Background: an optimization exercise with open tools, aiming at small area. Do not read the settings as production practice. RTL that was checked went through simulation tests only; none was proved equivalent to the original. No activity file was given, so power comes from the tool's default toggle rates.

Setup of build 24:
Design AluREG, start of the top module:
module AluREG (
   input  wire       cp2,
   input  wire       cp2en,
   input  wire       ireset,
   input  wire [4:0] reg_rd_adr,
   input  wire [4:0] reg_rr_adr,
   input  wire       reg_rd_wr,
   input  wire [7:0] sreg_fl_wr_en,
   input  wire       idc_add,
   input  wire       idc_adc,
   input  wire       idc_adiw,
   input  wire       idc_sub,
   input  wire       idc_subi,
   input  wire       idc_sbc,
   input  wire       idc_sbci,
   input  wire       idc_sbiw,
   input  wire       adiw_st,
   input  wire       sbiw_st,
   input  wire       idc_and,
   input  wire       idc_andi,
   input  wire       idc_or,
   input  wire       idc_ori,
   input  wire       idc_eor,
   input  wire       idc_com,
   input  wire       idc_neg,
   input  wire       idc_inc,
   input  wire       idc_dec,
   input  wire       idc_cp,
   input  wire       idc_cpc,
   input  wire       idc_cpi,
   input  wire       idc_cpse,
   input  wire       idc_lsr,
   input  wire       idc_ror,
   input  wire       idc_asr,
   input  wire       idc_swap,
   input  wire       mc,
   input  wire       mz,
   output wire [7:0] alu_data_out,
   output wire [7:0] sreg_out
);
==> flow/config.mk <==
export PLATFORM = sky130hd
export DESIGN_NAME = AluREG
export DESIGN_NICKNAME = AluREG
export VERILOG_FILES = /design/flow/design.v
export SDC_FILE = /design/flow/constraint.sdc
export NUM_CORES = 4
export LEC_CHECK = 0
export CAP_MARGIN = 20
export CORE_MARGIN = 2
export CORE_UTILIZATION = 45
export GPL_TIMING_DRIVEN = 0
export SETUP_SLACK_MARGIN = 0.05
export SLEW_MARGIN = 20
export SYNTH_HIERARCHICAL = 1
==> flow/constraint.sdc <==
create_clock -name core_clock -period 7.2 [get_ports {cp2}]
set_input_delay 1.4400 -clock core_clock [delete_from_list [all_inputs] [get_ports {cp2}]]
set_output_delay 1.4400 -clock core_clock [all_outputs]
set_load 0.01 [all_outputs]
standard.sh (not shown) runs the stock make flow with config.mk's settings and CLKGATE_MAP_FILE= SYNTH_SCRIPT=/design/flow/synth_recipe.tcl, a recipe that flattens the netlist after the stock synthesis.
==> flow/flow/run.sh <==
#!/bin/bash
# Standard ORFS layout (standard.sh) with two changes:
#  - ports are buffered with buf_2 instead of the default delay-cell buffer;
#  - clock tree synthesis without dummy loads.
# make's full output goes to run_make.log in the work folder; ORFS writes each
# step's log under orfs/logs/.
set -euo pipefail
bash standard.sh \
  "BUFFER_PORTS_ARGS=-buffer_cell sky130_fd_sc_hd__buf_2" \
  "CTS_ARGS=-sink_clustering_enable -repair_clock_nets -dont_use_dummy_load -sink_clustering_size 25 -sink_clustering_max_diameter 100 -buf_list sky130_fd_sc_hd__clkbuf_16" \
  finish > run_make.log 2>&1
Having completed the whole flow, build 24 delivered a layout that passed the timing, design-rule and antenna checks.
The inputs of build 27 differ from those of build 24 as listed below.
==> flow/flow/run.sh <==
#!/bin/bash
# Standard ORFS layout (standard.sh) with two changes:
#  - ports are buffered with buf_1 instead of the default delay-cell buffer
#    (every input and output port still gets its own buffer);
#  - clock tree synthesis without dummy loads, with sink clusters of up to 18
#    flip-flops within 75 um, each driven by a clkbuf_8 (clkbuf_16 at the root).
# make's full output goes to run_make.log in the work folder; ORFS writes each
# step's log under orfs/logs/.
set -euo pipefail
bash standard.sh \
  "BUFFER_PORTS_ARGS=-buffer_cell sky130_fd_sc_hd__buf_1" \
  "CTS_ARGS=-sink_clustering_enable -repair_clock_nets -dont_use_dummy_load -sink_clustering_size 18 -sink_clustering_max_diameter 75 -buf_list sky130_fd_sc_hd__clkbuf_8 -root_buf sky130_fd_sc_hd__clkbuf_16" \
  finish > run_make.log 2>&1
Results
- Build 24: done, clean on timing, DRC and antenna
- Build 27 was carried through to the last stage, and its layout satisfied the timing, design-rule and antenna checks.
- Build 27 contains more vias than build 24.
- Min final wirelength across build 27 and build 24: build 24
- Per the comparison of build 27 with build 24, fraction of power consumed by combinational cells level, final critical path time including I/O delays and setup now sits lower, tightest hold margin neither gained nor lost much.
Changes in build 81 relative to build 27:
==> flow/flow/run.sh <==
#!/bin/bash
# Standard ORFS layout (standard.sh) with two changes:
#  - ports are buffered with buf_1 instead of the default delay-cell buffer;
#  - clock tree synthesis without dummy loads.
# make's full output goes to run_make.log in the work folder; ORFS writes each
# step's log under orfs/logs/.
set -euo pipefail
bash standard.sh \
  "BUFFER_PORTS_ARGS=-buffer_cell sky130_fd_sc_hd__buf_1" \
  "CTS_ARGS=-sink_clustering_enable -repair_clock_nets -dont_use_dummy_load -sink_clustering_size 25 -sink_clustering_max_diameter 100 -buf_list sky130_fd_sc_hd__clkbuf_16" \
  finish > run_make.log 2>&1
==> results.txt <==
Going from build 27 to build 81, wire length of the first global-routing pass shrank slightly. Delta (build 81 minus build 27): proportion of cell area occupied by multi-input gates now smaller; proportion of cell area occupied by registers now sits lower. Against build 27, build 81 reports a routed length on met2 that is lower. Build 81 vs. build 27: overall fraction of global-route tracks in use lower, via count lower, final design utilization higher.
Input changes introduced in build 62 (baseline for comparison: build 81):
==> flow/flow/run.sh <==
#!/bin/bash
# Standard ORFS layout (standard.sh) with two changes:
#  - ports are buffered with buf_1 instead of the default delay-cell buffer
#    (every input and output port still gets its own buffer);
#  - clock tree synthesis without dummy loads, with sink clusters of up to 16
#    flip-flops within 70 um, each driven by a clkbuf_8 (clkbuf_16 at the root).
# make's full output goes to run_make.log in the work folder; ORFS writes each
# step's log under orfs/logs/.
set -euo pipefail
bash standard.sh \
  "BUFFER_PORTS_ARGS=-buffer_cell sky130_fd_sc_hd__buf_1" \
  "CTS_ARGS=-sink_clustering_enable -repair_clock_nets -dont_use_dummy_load -sink_clustering_size 16 -sink_clustering_max_diameter 70 -buf_list sky130_fd_sc_hd__clkbuf_8 -root_buf sky130_fd_sc_hd__clkbuf_16" \
  finish > run_make.log 2>&1
diff --git a/flow/config.mk b/flow/config.mk
--- a/flow/config.mk
+++ b/flow/config.mk
@@ -7,3 +7,3 @@
 export LEC_CHECK = 0
-export CAP_MARGIN = 20
+export CAP_MARGIN = 10
 export CORE_MARGIN = 2
@@ -12,3 +12,3 @@
 export SETUP_SLACK_MARGIN = 0.05
-export SLEW_MARGIN = 20
+export SLEW_MARGIN = 10
 export SYNTH_HIERARCHICAL = 1
## What came out
Per the comparison of build 62 with build 81, setup slack at placement shows an increase of 0.021 ns, cell count shows an increase of 9.
Compared with build 81, in build 62 final worst hold slack neither gained nor lost much; post-route minimum period decreased by 0.0052 ns relative to the old numbers; final worst slack saw an increase; count of clock-buffer cells in the layout now sits higher; number of cells traversed by the worst register-to-register path went down.
Clock power (build 62 over build 81): decrease, about 2.5%

## build 16
AluREG again, from the RTL that the note above started with.
export LEC_CHECK = 0
export CAP_MARGIN = 20
export CORE_MARGIN = 2
export CORE_UTILIZATION = 45
export GPL_TIMING_DRIVEN = 0
export SETUP_SLACK_MARGIN = 0.1
export SLEW_MARGIN = 20
export SYNTH_HIERARCHICAL = 1
create_clock -name core_clock -period 7.2 [get_ports {cp2}]
==> flow/flow/run.sh <==
#!/bin/bash
# Standard ORFS layout (standard.sh) with two changes:
#  - ports are buffered with buf_1 instead of the default delay-cell buffer
#    (every input and output port still gets its own buffer);
#  - clock tree synthesis without dummy loads, with sink clusters of up to 25
#    flip-flops within 100 um, each driven by a clkbuf_16.
# make's full output goes to run_make.log in the work folder; ORFS writes each
# step's log under orfs/logs/.
set -euo pipefail
bash standard.sh \
  "BUFFER_PORTS_ARGS=-buffer_cell sky130_fd_sc_hd__buf_1" \
  "CTS_ARGS=-sink_clustering_enable -repair_clock_nets -dont_use_dummy_load -sink_clustering_size 25 -sink_clustering_max_diameter 100 -buf_list sky130_fd_sc_hd__clkbuf_16" \
  finish > run_make.log 2>&1
Input-level comparison between build 71 and build 16:
- changing SETUP_SLACK_MARGIN from 0.1 to 0.05
==> flow/flow/run.sh <==
#!/bin/bash
# Standard ORFS layout (standard.sh) with two changes:
#  - ports are buffered with buf_1 instead of the default delay-cell buffer
#    (every input and output port still gets its own buffer);
#  - clock tree synthesis without dummy loads, with sink clusters of up to 10
#    flip-flops within 50 um, each driven by a clkbuf_4 (clkbuf_16 at the root).
# make's full output goes to run_make.log in the work folder; ORFS writes each
# step's log under orfs/logs/.
set -euo pipefail
bash standard.sh \
  "BUFFER_PORTS_ARGS=-buffer_cell sky130_fd_sc_hd__buf_1" \
  "CTS_ARGS=-sink_clustering_enable -repair_clock_nets -dont_use_dummy_load -sink_clustering_size 10 -sink_clustering_max_diameter 50 -buf_list sky130_fd_sc_hd__clkbuf_4 -root_buf sky130_fd_sc_hd__clkbuf_16" \
  finish > run_make.log 2>&1
- Build 71 ended with more net switching fraction of the power than build 16.
- Core utilization: build 71 lower than build 16
- Going from build 16 to build 71, power density of the placed cells now sits at about the same level, actual slew at the worst max-slew pin now sits lower, cell count along the critical path now sits lower, routed wire length now sits higher.
- Going from build 16 to build 71, filler cell count in the final layout grew slightly.
- The run showing the smaller count of buffer and inverter cells on the critical path is build 71.
- NOTE: global router's overall resource usage in build 71 exceeds that of build 16
Modified inputs, build 32 compared to build 71
- CORE_UTILIZATION: 45 -> 50
==> flow/flow/run.sh <==
#!/bin/bash
# Standard ORFS layout (standard.sh) with two changes:
#  - ports are buffered with buf_1 instead of the default delay-cell buffer
#    (every input and output port still gets its own buffer);
#  - clock tree synthesis without dummy loads, with sink clusters of up to 16
#    flip-flops within 70 um, each driven by a clkbuf_8 (clkbuf_16 at the root).
# make's full output goes to run_make.log in the work folder; ORFS writes each
# step's log under orfs/logs/.
set -euo pipefail
bash standard.sh \
  "BUFFER_PORTS_ARGS=-buffer_cell sky130_fd_sc_hd__buf_1" \
  "CTS_ARGS=-sink_clustering_enable -repair_clock_nets -dont_use_dummy_load -sink_clustering_size 16 -sink_clustering_max_diameter 70 -buf_list sky130_fd_sc_hd__clkbuf_8 -root_buf sky130_fd_sc_hd__clkbuf_16" \
  finish > run_make.log 2>&1
[summary]
As far as later-pin clock latency in the skew report is concerned, build 32 and build 71 perform about the same.
From build 32 to build 71, count of buffers added by post-CTS timing repair for setup did not move at all.
In build 32 the number of filler instances in the final layout turned out about 14% lower than in build 71.
Relative to build 71, the number of search-and-repair iterations in the first detailed-routing pass of build 32 is lower by 1.
Switching power on build 32 is down relative to build 71.
Build 71 -> build 32: via count flat
Build 32 vs build 71 — non-clock buffer count in the final layout dropped by a few percent
Between build 71 and build 32, sequential share of cell area is lower for build 71, build 32 comes in above that.
Post-layout minimum cycle time in build 32 is 0.026 ns higher than in build 71

## west
AluREG, a different RTL version from the one above (not shown whole).
For scale: roughly 67 I/O pins.
clock: 7.2 ns
lec_check: 0
cap_margin: 20
core_margin: 2
core_utilization: 50
cts_buf_list: sky130_fd_sc_hd__clkbuf_4
setup_slack_margin: 0
slew_margin: 20
synth_hierarchical: 1
run.sh (not shown) runs the stock make flow with config.mk's settings and CLKGATE_MAP_FILE= SYNTH_SCRIPT=/design/flow/synth_recipe.tcl, a recipe that flattens the netlist after the stock synthesis.
Stock flow here: none of the scripts above is used.
[flow] west | stages: complete | final checks: fail | reason: negative setup slack
What north does differently from west at the input level:
Settings: CORE_UTILIZATION: 50 -> 40; CTS_BUF_LIST: sky130_fd_sc_hd__clkbuf_4 -> unset; SETUP_SLACK_MARGIN: 0 -> 0.3.
==> results.txt <==
- Ran to the end and failed final checks on negative setup slack: north.
- Non-clock buffer count is higher on north
- Area of the multi-input gates of north exceeds that of west slightly.
- Compared with west, total clock network power in north increased by more than 10%.
- west -> north: number of vias per cell decreased by a few percent
- north: fraction of area in multi-input gates lower than west
- Share of the clock period used by the worst path in north is 0.56 points above west.
No functional check of the RTL was part of any run of this note.

03-08:
AluREG with an RTL version that a note above also has.
Size: about 1400 cells after synthesis, roughly 300 flip-flops.
export LEC_CHECK = 0
export CAP_MARGIN = 20
export CORE_MARGIN = 2
export CORE_UTILIZATION = 45
export GPL_TIMING_DRIVEN = 0
export SETUP_SLACK_MARGIN = 0
export SLEW_MARGIN = 20
export SYNTH_HIERARCHICAL = 1
create_clock -name core_clock -period 7.2 [get_ports {cp2}]
standard.sh (not shown) runs the stock make flow with config.mk's settings and CLKGATE_MAP_FILE= SYNTH_SCRIPT=/design/flow/synth_recipe.tcl, a recipe that flattens the netlist after the stock synthesis.
==> flow/flow/run.sh <==
#!/bin/bash
# Standard ORFS layout (standard.sh) with two changes:
#  - ports are buffered with buf_1 instead of the default delay-cell buffer
#    (every input and output port still gets its own buffer);
#  - clock tree synthesis without dummy loads, with sink clusters of up to 16
#    flip-flops within 70 um, each driven by a clkbuf_8 (clkbuf_16 at the root).
# make's full output goes to run_make.log in the work folder; ORFS writes each
# step's log under orfs/logs/.
set -euo pipefail
bash standard.sh \
  "BUFFER_PORTS_ARGS=-buffer_cell sky130_fd_sc_hd__buf_1" \
  "CTS_ARGS=-sink_clustering_enable -repair_clock_nets -dont_use_dummy_load -sink_clustering_size 16 -sink_clustering_max_diameter 70 -buf_list sky130_fd_sc_hd__clkbuf_8 -root_buf sky130_fd_sc_hd__clkbuf_16" \
  finish > run_make.log 2>&1
Modified inputs, 06-23 compared to 03-08
- swapping 0 for 0.05 in SETUP_SLACK_MARGIN
==> flow/flow/run.sh <==
#!/bin/bash
# Standard ORFS layout (standard.sh) with two changes:
#  - ports are buffered with buf_1 instead of the default delay-cell buffer
#    (every input and output port still gets its own buffer);
#  - clock tree synthesis without dummy loads, with sink clusters of up to 25
#    flip-flops within 100 um, each driven by a clkbuf_16.
# make's full output goes to run_make.log in the work folder; ORFS writes each
# step's log under orfs/logs/.
set -euo pipefail
bash standard.sh \
  "BUFFER_PORTS_ARGS=-buffer_cell sky130_fd_sc_hd__buf_1" \
  "CTS_ARGS=-sink_clustering_enable -repair_clock_nets -dont_use_dummy_load -sink_clustering_size 25 -sink_clustering_max_diameter 100 -buf_list sky130_fd_sc_hd__clkbuf_16" \
  finish > run_make.log 2>&1
### Flow results
- Compared with 03-08, 06-23 improves setup slack.
- Run comparison: 03-08 end of the critical path alu_data_out[7]; 06-23 end of the critical path alu_data_out[5]
- Combinational share of power essentially unchanged between 03-08 and 06-23.
- In 06-23, cell count is lower than in 03-08.

old:
Another version of the RTL of AluREG (not shown whole).
Size in the first run: ~260 flip-flops, ~15,000 µm² of cells after synthesis.
## AluREG
module AluREG (
   input  wire       cp2,
   input  wire       cp2en,
   input  wire       ireset,
   input  wire [4:0] reg_rd_adr,
   input  wire [4:0] reg_rr_adr,
   input  wire       reg_rd_wr,
   input  wire [7:0] sreg_fl_wr_en,
   input  wire       idc_add,
   input  wire       idc_adc,
   input  wire       idc_adiw,
   input  wire       idc_sub,
   input  wire       idc_subi,
   input  wire       idc_sbc,
   input  wire       idc_sbci,
   input  wire       idc_sbiw,
   input  wire       adiw_st,
   input  wire       sbiw_st,
   input  wire       idc_and,
   input  wire       idc_andi,
   input  wire       idc_or,
   input  wire       idc_ori,
   input  wire       idc_eor,
   input  wire       idc_com,
   input  wire       idc_neg,
   input  wire       idc_inc,
   input  wire       idc_dec,
   input  wire       idc_cp,
   input  wire       idc_cpc,
   input  wire       idc_cpi,
   input  wire       idc_cpse,
   input  wire       idc_lsr,
   input  wire       idc_ror,
   input  wire       idc_asr,
   input  wire       idc_swap,
   input  wire       mc,
   input  wire       mz,
   output wire [7:0] alu_data_out,
   output wire [7:0] sreg_out
);
clock: 7.2 ns
lec_check: 0
cap_margin: 20
core_margin: 2
core_utilization: 40
setup_slack_margin: 0.3
slew_margin: 20
run.sh (not shown) runs the stock make flow with config.mk's settings and CLKGATE_MAP_FILE= SYNTH_SCRIPT=/design/flow/synth_recipe.tcl, a recipe that flattens the netlist after the stock synthesis.
Stock flow here: none of the scripts above is used.
old: done, clean on timing, DRC and antenna
> inputs changed (old -> new)
--- a/flow/config.mk
+++ b/flow/config.mk
@@ -8,5 +8,7 @@
 export CAP_MARGIN = 20
 export CORE_MARGIN = 2
-export CORE_UTILIZATION = 40
-export SETUP_SLACK_MARGIN = 0.3
+export CORE_UTILIZATION = 60
+export CTS_BUF_LIST = sky130_fd_sc_hd__clkbuf_4
+export GPL_TIMING_DRIVEN = 0
+export SETUP_SLACK_MARGIN = 0
 export SLEW_MARGIN = 20
Results
- Stage in which a tool error killed new: global routing (5_1_grt).
- Comparing old against new, there is no change at all in complex-gate fraction of the synthesized area.
- new: placed standard-cell area about 14% below old
- Relative to old, the post-CTS resize count measured on new has increased by more than 100%.
- Relative to old, number of cell rows decreased by 13 in new.
- Per the comparison of new with old, adder and majority gate portion of the synthesized area held steady, synthesized cell count roughly the same, die width shrank by 18%, chip height dropped about 18%.
No run of this note included a check of the RTL's function; only the layout flow was run.

## re-timing with driven ports
Ports are ideal in the flow. The routed layouts listed here were re-timed in OpenROAD.
Step 1, drivers: a clkbuf_16 drives cp2 and a buf_2 each remaining input, both assumed.
Step 2, shift: input delay + t, output delay - t, t = (earliest + latest rising clock arrival at the registers) / 2. This alone moves slack from input paths to output paths.
a / b / c = ideal / step 1 / step 2; a / b = the first two.
run | t (ns) | slack for setup (ns) | worst setup path after step 2
build 24 | 0.554 | 0.108 / 0.042 / 0.042 | input to output
build 27 | 0.550 | 0.146 / 0.085 / 0.085 | input to output
build 81 | 0.544 | 0.118 / 0.069 / 0.069 | input to output
build 62 | 0.557 | 0.123 / 0.070 / 0.070 | input to output
build 16 | 0.545 | 0.132 / 0.070 / 0.070 | input to output
build 71 | 0.529 | 0.138 / 0.072 / 0.072 | input to output
build 32 | 0.541 | 0.112 / 0.047 / 0.047 | input to output
west | 0.758 | -1.037 / -1.065 / -1.065 | input to output
north | 0.629 | -1.077 / -1.132 / -1.132 | input to output
03-08 | 0.554 | 0.014 / -0.047 / -0.047 | input to output
06-23 | 0.544 | 0.118 / 0.069 / 0.069 | input to output
old | 0.625 | 0.140 / 0.108 / 0.108 | input to output
Met with ideal ports but missed after step 2: setup timing in 03-08.
